What follows belongs to an exercise in optimizing a design on an open flow for small area; a production flow would make more cautious choices.
Only the layout flow was run in this run; the RTL was not checked for function there.

==> design.v <==
`timescale 1ns / 1ps
module FIR_filter(data_in,data_out,reset,CLK,music);
input wire signed [15:0]data_in;
output reg signed [31:0]data_out;
input reset;
input music;
input CLK;
parameter word_width = 16;
parameter      order =15;
wire signed [15:0] coef [0:15];
reg signed [15:0] delay_pipeline[0:15];          
          assign coef[0]=-58;
          assign coef[1]=15;
          assign coef[2]=601;
          assign coef[3]=223;
          assign coef[4]=-2831;
          assign coef[5]=-2447;
          assign coef[6]=10325;
          assign coef[7]=26941;
          assign coef[8]=26941;
          assign coef[9]=10325;
          assign coef[10]=-2447;
          assign coef[11]=-2831;
          assign coef[12]=223;
          assign coef[13]=601;
          assign coef[14]=15;
          assign coef[15]=-58;
reg signed [31:0]product[0:15];
reg signed [31:0]sum;
reg signed [15:0]data_in_buf;
always@(posedge CLK or negedge reset)
begin 
  if (!reset)
   begin
    data_in_buf<=0;
   end
  else begin
    data_in_buf<=data_in;
   end
end
always@(posedge CLK or negedge reset)
  begin 
    if(!reset) begin
        delay_pipeline[0]<=0;
        delay_pipeline[1]<=0;
        delay_pipeline[2]<=0;
        delay_pipeline[3]<=0;
        delay_pipeline[4]<=0;
        delay_pipeline[5]<=0;
        delay_pipeline[6]<=0;
        delay_pipeline[7]<=0;
        delay_pipeline[8]<=0;
        delay_pipeline[9]<=0;
        delay_pipeline[10]<=0;
        delay_pipeline[11]<=0;
        delay_pipeline[12]<=0;
        delay_pipeline[13]<=0;
        delay_pipeline[14]<=0;
        delay_pipeline[15]<=0;
      end
      else begin
      delay_pipeline[0]<=data_in_buf;
      delay_pipeline[1]<=delay_pipeline[0];
      delay_pipeline[2]<=delay_pipeline[1];
      delay_pipeline[3]<=delay_pipeline[2];
      delay_pipeline[4]<=delay_pipeline[3];
      delay_pipeline[5]<=delay_pipeline[4];
      delay_pipeline[6]<=delay_pipeline[5];
      delay_pipeline[7]<=delay_pipeline[6];
      delay_pipeline[8]<=delay_pipeline[7];
      delay_pipeline[9]<=delay_pipeline[8];
      delay_pipeline[10]<=delay_pipeline[9];
      delay_pipeline[11]<=delay_pipeline[10];
      delay_pipeline[12]<=delay_pipeline[11];
      delay_pipeline[13]<=delay_pipeline[12];
      delay_pipeline[14]<=delay_pipeline[13];
      delay_pipeline[15]<=delay_pipeline[14];
      end 
    end 
always@(posedge CLK or negedge reset)
begin
  if (!reset)begin
  product[0]<=0;
  product[1]<=0;
  product[2]<=0;
  product[3]<=0;
  product[4]<=0;
  product[5]<=0;
  product[6]<=0;
  product[7]<=0;
  product[8]<=0;
  product[9]<=0;
  product[10]<=0;
  product[11]<=0;
  product[12]<=0;
  product[13]<=0;
  product[14]<=0;
  product[15]<=0;
  end
  else begin
  product[0]<=coef[0]*delay_pipeline[0];
  product[1]<=coef[1]*delay_pipeline[1];
  product[2]<=coef[2]*delay_pipeline[2];
  product[3]<=coef[3]*delay_pipeline[3];
  product[4]<=coef[4]*delay_pipeline[4];
  product[5]<=coef[5]*delay_pipeline[5];
  product[6]<=coef[6]*delay_pipeline[6];
  product[7]<=coef[7]*delay_pipeline[7];
  product[8]<=coef[8]*delay_pipeline[8];
  product[9]<=coef[9]*delay_pipeline[9];
  product[10]<=coef[10]*delay_pipeline[10];
  product[11]<=coef[11]*delay_pipeline[11];
  product[12]<=coef[12]*delay_pipeline[12];
  product[13]<=coef[13]*delay_pipeline[13];
  product[14]<=coef[14]*delay_pipeline[14];
  product[15]<=coef[15]*delay_pipeline[15];
  end
end
always@(posedge CLK or negedge reset)
begin
  if(!reset)
  begin
  sum<=0;
  end
  else begin
  sum<=product[0]+product[1]+product[2]+product[3]+product[4]+product[5]+product[6]+product[7]+product[8]+product[9]+product[10]+product[11]+product[12]+product[13]+product[14]+product[15];
  end
end
always@(posedge CLK or negedge reset)
begin
  if(!reset)
  begin
  data_out<=0;
  end
  else begin
  data_out <= sum;
  end
end
endmodule
==> run.sh <==
#!/bin/bash
# synth_recipe.tcl (not shown) runs the flow's synth.tcl, then flattens the netlist and writes it again
# the make line also repeats each setting of config.mk as NAME=value (left out here)
make -C /OpenROAD-flow-scripts/flow DESIGN_CONFIG=/design/flow/config.mk WORK_HOME=/design/flow/orfs CLKGATE_MAP_FILE= SYNTH_SCRIPT=/design/flow/synth_recipe.tcl finish
==> config.mk <==
export PLATFORM = sky130hd
export DESIGN_NAME = FIR_filter
export DESIGN_NICKNAME = FIR_filter
export VERILOG_FILES = /design/flow/design.v
export SDC_FILE = /design/flow/constraint.sdc
export NUM_CORES = 4
export LEC_CHECK = 0
export CAP_MARGIN = 20
export CORE_MARGIN = 2
export CORE_UTILIZATION = 40
export SLEW_MARGIN = 20
==> constraint.sdc <==
create_clock -name core_clock -period 8.0 [get_ports {CLK}]
set_input_delay 1.6000 -clock core_clock [delete_from_list [all_inputs] [get_ports {CLK}]]
set_output_delay 1.6000 -clock core_clock [all_outputs]
set_load 0.01 [all_outputs]
==> results_dict.tcl <==
set metrics [dict create \
    hpwl_um 169000 \
    final_max_slew_viol_count 0 \
    drc_errors 0 \
    required_ns 8.60 \
    yosysSeqAreaShare_pct 21.8 \
    clk_latency_ns 0.72 \
    async_reset_ff_share_pct 100 \
    ant_nets 0 \
    met2_usage_pct 32.9 \
    crit_path_end_kind "flip-flop" \
    cts_setup_buffers 0 \
    synthTopCellsByArea "fa_1 30%, ha_1 22%, dfrtp_1 22%, inv_1 11%, xnor2_1 3.5%" \
    cts_buffers 87 \
    cp-start-kind "flip-flop" \
    regArea_mm2 0.0183 \
    worstPathArrival_ns 7.77 \
    ios 51 \
    grt_usage_pct 19.7 \
    skew_ns 0.0259 \
    setup_ws_ns 0.831 \
    die_w_um 462 \
    antenna_found_initial 10 \
    slew_headroom_pct 32.2 \
    status "no timing/DRC/antenna violations" \
    clockRootBuffer "clkbuf_16" \
    final_layout_size_suffix_gt1_share_pct 2.86 \
    top_usage_layer "met2" \
    hold_class "reg2reg" \
    synth_area_per_cell_um2 10.7 \
    worst-path-stages 20 \
    synth.top_cell.area_share_pct 30.4 \
    nFillCells 19620 \
    ys_warn_count 3 \
    ys_types 72 \
    hold_viol_final 0 \
    grt_pass1_vias 56552 \
    synth.cell_area_mm2 0.0840 \
    synth_top_area_cell "fa_1" \
    grt_use_met3_pct 1.63 \
    htreeDepth 3 \
    grt_max_degree 165 \
    grt_pass1_wl_um 323000 \
    path_clk_slew_ns 0.06 \
    synth_ff_type "dfrtp_1" \
    period_needed_ns 7.17 \
    synth_enable_flop_cells 0 \
    wl_per_cell_um 18.4 \
    worst_path_most_repeated_cell "fa_1" \
    hold_buffers 0 \
    viasPerCell 4.78 \
    cts.sinks 733 \
    drt_iter0_drc 2677 \
    timing.fmax_ghz 0.139 \
    grt_use_met1_pct 27.4 \
    start_util_pct 40.2 \
    max_stage_delay_ns 0.66 \
    critPathKind "reg2reg" \
    worst-path-buf-inv 3 \
    area_growth_pct 8.64 \
    setup_tns_ns 0 \
    synth_cells 7815 \
    stdcell_count 10843 \
    gp_congestion 0.886 \
    row_count 168 \
    crit_family "adder cells" \
    port_buffers 49 \
    rsz0062_at_grt "false" \
    drv_cap 0 \
    vias 51778 \
    worst_path_max_delay_cell "o31ai_1" \
    fin_crit_sh_pct 89.6 \
    setup-violations-final 0 \
    final_nets 10725 \
    synth_seq_cells 733 \
    dp_cells 10677 \
    cts_tree "done" \
    clockBufferDepth 3 \
    pre_cts_ws_ns 0.864 \
    core_mm2 0.209 \
    crit_path_cell_trace "inv_1 -> fa_1 -> fa_1 -> inv_1 -> fa_1 -> fa_1 -> fa_1 -> fa_1 -> ha_1 -> fa_1 -> a211oi_1 -> nor2_1 -> o21ai_0 -> buf_4 -> o31ai_1 -> a211oi_1 -> o41a_1 -> o21bai_1 -> a21oi_1 -> xnor2_1" \
    synth_nets 10579 \
    worstPathMaxFanout 7 \
    tightest_slew_ns 1.01 \
    hold_depth 0 \
    multi_input_area_mm2 0.0567 \
    final_common_cell "inv_1" \
    finalWirelength_um 199000 \
    final_cell_mix "2,369 x inv_1, 1,469 x ha_1, 1,276 x fa_1, 733 x dfrtp_1, 336 x xnor2_1" \
    grt_overflow 0 \
    dr.pass1.iters 6 \
    post_cts_resize_count 0 \
    dieArea_mm2 0.214 \
    reg2regPathDepth 20 \
    die_h_um 462 \
]
cell families (layout without fill, tap and decap cells):
group           count (synthesis)  in the layout  synth area share (%)
other cells                     0              7                     0
simple gates                  678            678                  3.84
compound gates                784            784                  6.10
fa+ha+maj                    2745           2745                  52.3
flops                         733            733                  21.8
buf+inv                      2382           2598                  10.6
mux                            45             45                 0.568
xor+xnor                      448            448                  4.69
sequential cells by signal (all words and copies together) (netlist names):
name and cells:
product 397, delay_pipeline 256, data_out 32, sum 32
data_in_buf 16
Yosys cell counts, drive strengths merged, types with 6 or more instances:
master	count
mux2	21
dfrtp	733
fa	1276
clkbuf	12
xnor2	336
nor3	66
a31oi	23
a211o	10
o211ai	12
xor2	111
and2	23
o2111ai	8
o21a	48
ha	1469
nand3	58
o311ai	6
nand2b	30
nand4	14
nand2	131
o31ai	11
inv	2369
nor4	9
a21o	116
a31o	13
o41ai	12
a21oi	231
nor2b	26
o22ai	12
mux2i	24
nor2	232
a211oi	43
and3	25
o21ai	132
a41oi	6
or2	19
or4	6
a2111oi	6
a21boi	10
or3	20
o21bai	50
per-layer routing:
metal  wire (um)  vias to the layer above  share of wire [%]
li1            -                    24348                  -
met1       92000                    26558                 46
met2       96100                      684                 48
met3        5670                      182                2.8
met4        5590                        6                2.8
met5          41                        -              0.021
metrics by stage:
step / area [um^2] / util (%) / hold slack, ns
2_1_floorplan: 84000 / - / 0.331
3_3_place_gp: 88100 / 42.1 / 0.334
3_5_place_dp: 88100 / 42.1 / 0.335
4_1_cts: 91200 / 43.6 / 0.348
5_1_grt: 91200 / 43.6 / 0.356
6_report: 91200 / 43.6 / 0.346
final cells by class:
type                    instances  area share (%)
inverters                    2370            9.75
clock buffers                 105            2.54
flip-flops and latches        733            20.1
repair buffers                 69           0.735
diodes                          7          0.0192
well taps                    2805            3.85
clock inverters                54           0.864
multi-input cells            4700            62.1
final timing paths:
check                                                     start                               to  slack [ns]
min in group asynchronous                                 reset   delay_pipeline[0][6]$_DFF_PN0_        0.88
worst min-delay path                  data_in_buf[10]$_DFF_PN0_  delay_pipeline[0][10]$_DFF_PN0_        0.35
max in group asynchronous                                 reset         product[6][26]$_DFF_PN0_        5.55
worst min register to register        data_in_buf[10]$_DFF_PN0_  delay_pipeline[0][10]$_DFF_PN0_        0.35
worst max register to register  delay_pipeline[11][2]$_DFF_PN0_                sum[31]$_DFF_PN0_        0.83
worst max-delay path            delay_pipeline[11][2]$_DFF_PN0_                sum[31]$_DFF_PN0_        0.83

[what the ideal ports hide]
No port has a modelled driver above. Below, the same layout with a new extraction and two added sets of constraints. Step 1 assumes that a clkbuf_16 drives the clock port and a buf_2 every other input. Step 2 also shifts input and output timing later by t, the mid clock arrival at the registers, as if the neighbouring blocks saw the same clock. Three values: ideal, step 1, step 2; two values: the first two.
t, ns: 0.792
setup WS [ns]: 0.831 / 0.831 / 0.831
worst slew at a driven data input, ns: 0.05
After both steps setup and hold are still met in this run. For this run, drivers alone change the setup slack by 0.000 ns; drivers and shift together by 0.000 ns.
